Background: an optimization exercise with open tools, aiming at small area and a short achievable clock period. Do not read the settings as production practice. Where RTL was checked, it was by simulation tests only, not by an equivalence proof against the original. Power and IR drop assume default switching activity.

==> inputs of trial 29 <==
Design test1, start of the top module:
module test1 (clk, reset, num_input, cal_input, enter, ans);
clock: 45.0 ns
lec_check: 0
cap_margin: 20
core_margin: 2
core_utilization: 25
slew_margin: 20
standard.sh (not shown) runs the stock make flow with config.mk's settings and CLKGATE_MAP_FILE= SYNTH_SCRIPT=/design/flow/synth_recipe.tcl, a recipe that flattens the netlist after the stock synthesis.
==> flow/flow/run.sh <==
#!/bin/bash
# Standard layout, with the port buffers given an explicit cell.
set -euo pipefail
bash standard.sh BUFFER_PORTS_ARGS="-buffer_cell sky130_fd_sc_hd__buf_4" finish > standard_flow.log 2>&1
==> trial 9 (differences from trial 29) <==
==> flow/design.v (replaced) <==
`timescale 1ns / 1ps
module test1 (clk, reset, num_input, cal_input, enter, ans);
    input clk;
    input reset;
    input num_input;
    input cal_input;
    input enter;
    output [7:0] ans;
    reg [7:0] ans;           
    reg rst_q, num_q, cal_q, ent_q;
    reg [3:0] cnt;           
    reg [7:0] tmp, index_cal;  
    reg is_cal;              
    reg busy, clr, ment;     
    reg [7:0] ns0, ns1, cs0;  
    reg nh, nu, nd, ch, cu;   
    wire ready  = (cnt == 4'd15);
    wire accept = rst_q & ready & ~(num_q & cal_q & ent_q);
    wire k_num  = accept & ~num_q;
    wire k_cal  = accept & num_q & ~cal_q;
    wire k_ent  = accept & num_q & cal_q;
    wire tmp_nz = |tmp;
    wire num_nz = tmp_nz & ~is_cal;
    wire cal_nz = tmp_nz & is_cal;
    wire [7:0] tmp_cal = tmp;
    wire [7:0] tmp_inc = tmp + 8'd1;
    wire idx_nz = |index_cal;
    wire [7:0] a  = ns0;
    wire [7:0] b  = ns1;
    wire [7:0] op = cs0;
    wire is_add = (op == 8'd2);
    wire is_sub = (op == 8'd3);
    wire is_mul = (op == 8'd4);
    wire is_div = (op == 8'd5);
    wire st0 = (cnt == 4'd0) | (cnt == 4'd3) | (cnt == 4'd6) | (cnt == 4'd9) | (cnt == 4'd12);
    wire st1 = (cnt == 4'd1) | (cnt == 4'd4) | (cnt == 4'd7) | (cnt == 4'd10);
    wire st2 = (cnt == 4'd2) | (cnt == 4'd5) | (cnt == 4'd8) | (cnt == 4'd11);
    wire lim    = ment ? (cnt < 4'd12) : (cnt < 4'd9);
    wire run    = busy & ~clr;
    wire cond   = idx_nz & lim & (ment | (op >= tmp_cal));
    wire red0   = run & st0 & cond;    
    wire redm   = run & st1;
    wire redl   = run & st2;           
    wire finish = run & st0 & ~cond;
    wire inv = is_sub | is_div;
    wire [7:0] ai = inv ? ~a : a;
    wire ah1 = ~|a[7:1];
    wire ah2 = ~|a[7:2];
    wire r7 = is_mul ? (b[7] & a[0]) : (b[7] & ~(is_div & ah1 & a[0]));
    wire q7 = ah1 & (~a[0] | b[7]);
    wire [1:0] t6 = {r7, b[6]};
    wire q6 = ah2 & (t6 >= a[1:0]);
    wire [1:0] r6 = is_mul ? {r7 ^ (b[6] & a[1]), b[6] & a[0]} :
                    (is_div & q6) ? (t6 - a[1:0]) : t6;
    wire [7:0] rin = st0 ? {6'd0, r6} : ans;
    wire [1:0] xb = st0 ? b[5:4] : b[7:6];
    reg  [7:0] r [0:2];
    reg  [1:0] q;
    reg  [8:0] s;
    reg  [8:0] t;
    reg        en;
    reg        c, o, p;
    integer j, k;
    always @* begin
        r[0] = rin;
        for (j = 0; j < 2; j = j + 1) begin
            t  = {r[j], xb[1-j] & ~is_mul};
            en = is_div | (is_mul & xb[1-j]) | ((is_add | is_sub) & st2 & (j == 1));
            if (j == 0) begin
                c = en & inv;
                for (k = 0; k < 8; k = k + 1) begin
                    o = en & ai[k];
                    p = t[k] ^ o;
                    s[k] = p ^ c;
                    c = (t[k] & o) | (p & c);
                end
                s[8] = c;
            end else
                s  = {1'b0, t[7:0]} + {1'b0, en ? ai : 8'd0} + {8'd0, en & inv};
            q[1-j] = t[8] | s[8];
            r[j+1] = (is_div & ~q[1-j]) ? t[7:0] : s[7:0];
        end
    end
    wire [7:0] quo = {b[5:0], q};
    wire [7:0] res = is_div ? quo : r[2];
    wire p_pop = ~rst_q | clr | redm;
    wire p_pn  = (k_cal | k_ent) & num_nz;
    wire p_pc  = (k_ent & ~num_nz & cal_nz) | (finish & ~ment & cal_nz);
    reg ph;
    reg [7:0] nsp [2:15];
    reg [7:0] csp [1:15];
    wire [7:0] phv = {8{ph}};
    wire [7:0] n1e = ns1 ^ phv;         
    wire [7:0] c0e = cs0 ^ phv;         
    wire [7:0] n2v = nsp[2] ^ phv;      
    wire [7:0] c1v = csp[1] ^ phv;      
    wire other = ~(is_add | is_sub | is_mul | is_div);
    integer i;
    always @(posedge clk) begin
        rst_q <= reset;
        num_q <= num_input;
        cal_q <= cal_input;
        ent_q <= enter;
        nd <= p_pop;
        nu <= p_pn & ~p_pop;
        nh <= ~(p_pn | p_pop);
        cu <= p_pc & ~p_pop;
        ch <= ~(p_pc | p_pop);
        ph <= rst_q & ~ph;
        nsp[2] <= ~(({8{nh}} & nsp[2]) | ({8{nu}} & n1e) | ({8{nd}} & nsp[3]));
        for (i = 3; i < 15; i = i + 1)
            nsp[i] <= ~(({8{nh}} & nsp[i]) | ({8{nu}} & nsp[i-1]) | ({8{nd}} & nsp[i+1]));
        nsp[15] <= ~(({8{nh}} & nsp[15]) | ({8{nu}} & nsp[14]) | ({8{nd}} & phv));
        csp[1] <= ~(({8{ch}} & csp[1]) | ({8{cu}} & c0e) | ({8{nd}} & csp[2]));
        for (i = 2; i < 15; i = i + 1)
            csp[i] <= ~(({8{ch}} & csp[i]) | ({8{cu}} & csp[i-1]) | ({8{nd}} & csp[i+1]));
        csp[15] <= ~(({8{ch}} & csp[15]) | ({8{cu}} & csp[14]) | ({8{nd}} & phv));
        if (nu) begin
            ns1 <= ns0;
            ns0 <= tmp;
        end else if (nd) begin
            ns1 <= n2v;
            if (~redl) ns0 <= 8'd0;
            else if (~other) ns0 <= res;
        end else if (red0) begin
            ns1 <= {b[3:0], q7, q6, q};
        end else if (redm) begin
            ns1 <= {b[5:0], q};
        end
        if (cu) cs0 <= tmp;
        else if (nd) cs0 <= c1v;
        if (~rst_q) begin
            cnt <= 4'd0;
            tmp <= 8'd0;
            is_cal <= 1'b0;
            index_cal <= 8'd0;
            ans <= 8'd0;
            busy <= 1'b1;
            clr <= 1'b1;
            ment <= 1'b0;
        end else begin
            if (accept) cnt <= 4'd0;
            else if (!ready) cnt <= cnt + 4'd1;
            if (nu) tmp <= {7'd0, ~ment};
            if (cu) begin
                tmp <= {7'd0, ~ment};
                if (~ment) is_cal <= 1'b0;
                index_cal <= index_cal + 8'd1;
            end
            if (clr) begin
                if (cnt == 4'd14) begin
                    clr <= 1'b0;
                    busy <= 1'b0;
                end
            end else if (k_num) begin
                ment <= 1'b0;
                if (cal_nz) begin
                    busy <= 1'b1;
                end else begin
                    tmp <= tmp_inc;
                    ans <= tmp_inc;
                    is_cal <= 1'b0;
                end
            end else if (k_cal) begin
                ment <= 1'b0;
                if (~num_nz) tmp <= tmp_inc;
                ans <= num_nz ? 8'd1 : tmp_inc;
                is_cal <= 1'b1;
            end else if (k_ent) begin
                ment <= 1'b1;
                if (~tmp_nz) busy <= 1'b1;
            end else if (finish) begin
                busy <= 1'b0;
                ans <= ment ? a : 8'd1;
            end else if (red0 | redm) begin
                ans <= r[2];
            end else if (redl) begin
                index_cal <= index_cal - 8'd1;
            end
        end
    end
endmodule
==> flow/flow/run.sh (replaced) <==
#!/bin/bash
# The standard layout, with two changes: the output registers are sized
# up after synthesis, and the port buffers are buf_4.
set -euo pipefail
bash standard.sh synth > standard_synth.log 2>&1
openroad -no_init -exit flow/upsize.tcl > upsize.log 2>&1
bash standard.sh "BUFFER_PORTS_ARGS=-buffer_cell sky130_fd_sc_hd__buf_4" finish > standard_flow.log 2>&1
==> flow/flow/upsize.tcl (new file) <==
# Give the registers that drive the output ports a stronger drive: same cell
# type (dfxtp), larger size. Everything else is the standard layout.
read_db orfs/results/sky130hd/test1/base/1_synth.odb
set m [[ord::get_db] findMaster sky130_fd_sc_hd__dfxtp_4]
set n 0
foreach inst [[ord::get_db_block] getInsts] {
  if {[string range [$inst getName] 0 3] eq "ans\\" && [[$inst getMaster] getName] eq "sky130_fd_sc_hd__dfxtp_1"} {
    $inst swapMaster $m
    incr n
  }
}
puts "upsized $n"
write_db orfs/results/sky130hd/test1/base/1_synth.odb
Settings changed: CORE_UTILIZATION 25 to 55, CTS_BUF_LIST set to sky130_fd_sc_hd__clkbuf_16, CTS_CLUSTER_DIAMETER set to 100, CTS_CLUSTER_SIZE set to 30.
==> trial 36 (differences from trial 29) <==
==> flow/design.v (replaced) <==
`timescale 1ns / 1ps
module test1 (clk, reset, num_input, cal_input, enter, ans);
    input clk;
    input reset;
    input num_input;
    input cal_input;
    input enter;
    output [7:0] ans;
    reg [7:0] ans;           
    reg rst_q, num_q, cal_q, ent_q;
    reg [3:0] cnt;           
    reg [7:0] tmp, index_cal;  
    reg is_cal;              
    reg busy, clr, ment;     
    reg [7:0] ns0, ns1, cs0;  
    reg nh, nu, nd, ch, cu;   
    wire ready  = (cnt == 4'd15);
    wire accept = rst_q & ready & ~(num_q & cal_q & ent_q);
    wire k_num  = accept & ~num_q;
    wire k_cal  = accept & num_q & ~cal_q;
    wire k_ent  = accept & num_q & cal_q;
    wire tmp_nz = |tmp;
    wire num_nz = tmp_nz & ~is_cal;
    wire cal_nz = tmp_nz & is_cal;
    wire [7:0] tmp_cal = tmp;
    wire [7:0] tmp_inc = tmp + 8'd1;
    wire idx_nz = |index_cal;
    wire [7:0] a  = ns0;
    wire [7:0] b  = ns1;
    wire [7:0] op = cs0;
    wire is_add = (op == 8'd2);
    wire is_sub = (op == 8'd3);
    wire is_mul = (op == 8'd4);
    wire is_div = (op == 8'd5);
    wire st0 = (cnt == 4'd0) | (cnt == 4'd3) | (cnt == 4'd6) | (cnt == 4'd9) | (cnt == 4'd12);
    wire st1 = (cnt == 4'd1) | (cnt == 4'd4) | (cnt == 4'd7) | (cnt == 4'd10);
    wire st2 = (cnt == 4'd2) | (cnt == 4'd5) | (cnt == 4'd8) | (cnt == 4'd11);
    wire lim    = ment ? (cnt < 4'd12) : (cnt < 4'd9);
    wire run    = busy & ~clr;
    wire cond   = idx_nz & lim & (ment | (op >= tmp_cal));
    wire red0   = run & st0 & cond;    
    wire redm   = run & st1;
    wire redl   = run & st2;           
    wire finish = run & st0 & ~cond;
    wire inv = is_sub | is_div;
    wire [7:0] ai = inv ? ~a : a;
    wire ah1 = ~|a[7:1];
    wire ah2 = ~|a[7:2];
    wire r7 = is_mul ? (b[7] & a[0]) : (b[7] & ~(is_div & ah1 & a[0]));
    wire q7 = ah1 & (~a[0] | b[7]);
    wire [1:0] t6 = {r7, b[6]};
    wire q6 = ah2 & (t6 >= a[1:0]);
    wire [1:0] r6 = is_mul ? {r7 ^ (b[6] & a[1]), b[6] & a[0]} :
                    (is_div & q6) ? (t6 - a[1:0]) : t6;
    wire [7:0] rin = st0 ? {6'd0, r6} : ans;
    wire [1:0] xb = st0 ? b[5:4] : b[7:6];
    reg  [7:0] r [0:2];
    reg  [1:0] q;
    reg  [8:0] s;
    reg  [8:0] t;
    reg        en;
    reg        c, o, p;
    integer j, k;
    always @* begin
        r[0] = rin;
        for (j = 0; j < 2; j = j + 1) begin
            t  = {r[j], xb[1-j] & ~is_mul};
            en = is_div | (is_mul & xb[1-j]) | ((is_add | is_sub) & st2 & (j == 1));
            if (j == 0) begin
                c = en & inv;
                for (k = 0; k < 8; k = k + 1) begin
                    o = en & ai[k];
                    p = t[k] ^ o;
                    s[k] = p ^ c;
                    c = (t[k] & o) | (p & c);
                end
                s[8] = c;
            end else
                s  = {1'b0, t[7:0]} + {1'b0, en ? ai : 8'd0} + {8'd0, en & inv};
            q[1-j] = t[8] | s[8];
            r[j+1] = (is_div & ~q[1-j]) ? t[7:0] : s[7:0];
        end
    end
    wire [7:0] quo = {b[5:0], q};
    wire [7:0] res = is_div ? quo : r[2];
    wire p_pop = ~rst_q | clr | redm;
    wire p_pn  = (k_cal | k_ent) & num_nz;
    wire p_pc  = (k_ent & ~num_nz & cal_nz) | (finish & ~ment & cal_nz);
    reg ph;
    reg [7:0] nsp [2:15];
    reg [7:0] csp [1:15];
    wire [7:0] phv = {8{ph}};
    wire [7:0] n1e = ns1 ^ phv;         
    wire [7:0] c0e = cs0 ^ phv;         
    wire [7:0] n2v = nsp[2] ^ phv;      
    wire [7:0] c1v = csp[1] ^ phv;      
    wire other = ~(is_add | is_sub | is_mul | is_div);
    integer i;
    always @(posedge clk) begin
        rst_q <= reset;
        num_q <= num_input;
        cal_q <= cal_input;
        ent_q <= enter;
        nd <= p_pop;
        nu <= p_pn & ~p_pop;
        nh <= ~(p_pn | p_pop);
        cu <= p_pc & ~p_pop;
        ch <= ~(p_pc | p_pop);
        ph <= rst_q & ~ph;
        nsp[2] <= ~(({8{nh}} & nsp[2]) | ({8{nu}} & n1e) | ({8{nd}} & nsp[3]));
        for (i = 3; i < 15; i = i + 1)
            nsp[i] <= ~(({8{nh}} & nsp[i]) | ({8{nu}} & nsp[i-1]) | ({8{nd}} & nsp[i+1]));
        nsp[15] <= ~(({8{nh}} & nsp[15]) | ({8{nu}} & nsp[14]) | ({8{nd}} & phv));
        csp[1] <= ~(({8{ch}} & csp[1]) | ({8{cu}} & c0e) | ({8{nd}} & csp[2]));
        for (i = 2; i < 15; i = i + 1)
            csp[i] <= ~(({8{ch}} & csp[i]) | ({8{cu}} & csp[i-1]) | ({8{nd}} & csp[i+1]));
        csp[15] <= ~(({8{ch}} & csp[15]) | ({8{cu}} & csp[14]) | ({8{nd}} & phv));
        if (nu) begin
            ns1 <= ns0;
            ns0 <= tmp;
        end else if (nd) begin
            ns1 <= n2v;
            if (~redl) ns0 <= 8'd0;
            else if (~other) ns0 <= res;
        end else if (red0) begin
            ns1 <= {b[3:0], q7, q6, q};
        end else if (redm) begin
            ns1 <= {b[5:0], q};
        end
        if (cu) cs0 <= tmp;
        else if (nd) cs0 <= c1v;
        if (~rst_q) begin
            cnt <= 4'd0;
            tmp <= 8'd0;
            is_cal <= 1'b0;
            index_cal <= 8'd0;
            ans <= 8'd0;
            busy <= 1'b1;
            clr <= 1'b1;
            ment <= 1'b0;
        end else begin
            if (accept) cnt <= 4'd0;
            else if (!ready) cnt <= cnt + 4'd1;
            if (nu) tmp <= {7'd0, ~ment};
            if (cu) begin
                tmp <= {7'd0, ~ment};
                if (~ment) is_cal <= 1'b0;
                index_cal <= index_cal + 8'd1;
            end
            if (clr) begin
                if (cnt == 4'd14) begin
                    clr <= 1'b0;
                    busy <= 1'b0;
                end
            end else if (k_num) begin
                ment <= 1'b0;
                if (cal_nz) begin
                    busy <= 1'b1;
                end else begin
                    tmp <= tmp_inc;
                    ans <= tmp_inc;
                    is_cal <= 1'b0;
                end
            end else if (k_cal) begin
                ment <= 1'b0;
                if (~num_nz) tmp <= tmp_inc;
                ans <= num_nz ? 8'd1 : tmp_inc;
                is_cal <= 1'b1;
            end else if (k_ent) begin
                ment <= 1'b1;
                if (~tmp_nz) busy <= 1'b1;
            end else if (finish) begin
                busy <= 1'b0;
                ans <= ment ? a : 8'd1;
            end else if (red0 | redm) begin
                ans <= r[2];
            end else if (redl) begin
                index_cal <= index_cal - 8'd1;
            end
        end
    end
endmodule
==> flow/flow/run.sh (replaced) <==
#!/bin/bash
# The standard layout, with two changes: the output registers are sized
# up after synthesis, and the port buffers are buf_4.
set -euo pipefail
bash standard.sh synth > standard_synth.log 2>&1
openroad -no_init -exit flow/upsize.tcl > upsize.log 2>&1
bash standard.sh "BUFFER_PORTS_ARGS=-buffer_cell sky130_fd_sc_hd__buf_4" finish > standard_flow.log 2>&1
==> flow/flow/upsize.tcl (new file) <==
# Give the registers that drive the output ports a stronger drive: same cell
# type (dfxtp), larger size. Everything else is the standard layout.
read_db orfs/results/sky130hd/test1/base/1_synth.odb
set m [[ord::get_db] findMaster sky130_fd_sc_hd__dfxtp_4]
set n 0
foreach inst [[ord::get_db_block] getInsts] {
  if {[string range [$inst getName] 0 3] eq "ans\\" && [[$inst getMaster] getName] eq "sky130_fd_sc_hd__dfxtp_1"} {
    $inst swapMaster $m
    incr n
  }
}
puts "upsized $n"
write_db orfs/results/sky130hd/test1/base/1_synth.odb
Settings changed: CTS_BUF_LIST set to sky130_fd_sc_hd__clkbuf_16, CTS_CLUSTER_DIAMETER set to 100, CTS_CLUSTER_SIZE set to 30.
==> qor summary <==
item	trial 36	trial 29	trial 9
Number of library cell types mapped by synthesis	81	72	81
Setup slack on the worst flop-to-flop path	35.37 ns	37.10 ns	35.40 ns
Result of the run	timing/DRC/antenna clean	timing/DRC/antenna clean	timing/DRC/antenna clean
Fraction of met2 tracks used by global routing	15.8%	16.9%	35.0%
Number of placement rows	82	84	55
Global-route total usage across every layer	10.3%	10.3%	21.9%
Share of the synthesized netlist area taken by xor and xnor gates	4.00%	4.64%	4.00%
Starting density of the core	25.4%	25.4%	56.2%
Share of power burned in combinational logic	7.7%	6.0%	7.9%
Placeable core region	0.0502 mm²	0.0528 mm²	0.0226 mm²
Smallest hold slack	0.443 ns	0.446 ns	0.449 ns
Placer Congestion	0.931	0.897	0.898
Via count of the first global-routing pass	8610	9671	8670
No functional check of the RTL was part of trial 29.

## re-timing with driven ports
In the flow no input, the clock included, has a driving cell. The finished layouts below were timed again as built, in two steps.
Step 1, drivers: a clkbuf_16 drives clk and a buf_2 each remaining input, both assumed.
Step 2, shift: input delay + t, output delay - t, t = (earliest + latest rising clock arrival at the registers) / 2. This alone moves slack from input paths to output paths.
Slacks: ideal ports / drivers / drivers and shift; pairs: ideal ports / drivers.
run | t, ns | setup slack, ns | worst hold slack (ns) | clock arrival spread, ns
trial 29 | 0.546 | 34.981 / 34.929 / 35.475 | 0.446 / 0.446 / 0.446 | 0.015 / 0.015
trial 9 | 0.546 | 34.976 / 34.928 / 35.396 | 0.449 / 0.449 / 0.449 | 0.024 / 0.024
trial 36 | 0.556 | 34.973 / 34.915 / 35.372 | 0.443 / 0.443 / 0.443 | 0.035 / 0.036
After both steps setup and hold are still met in every run listed.
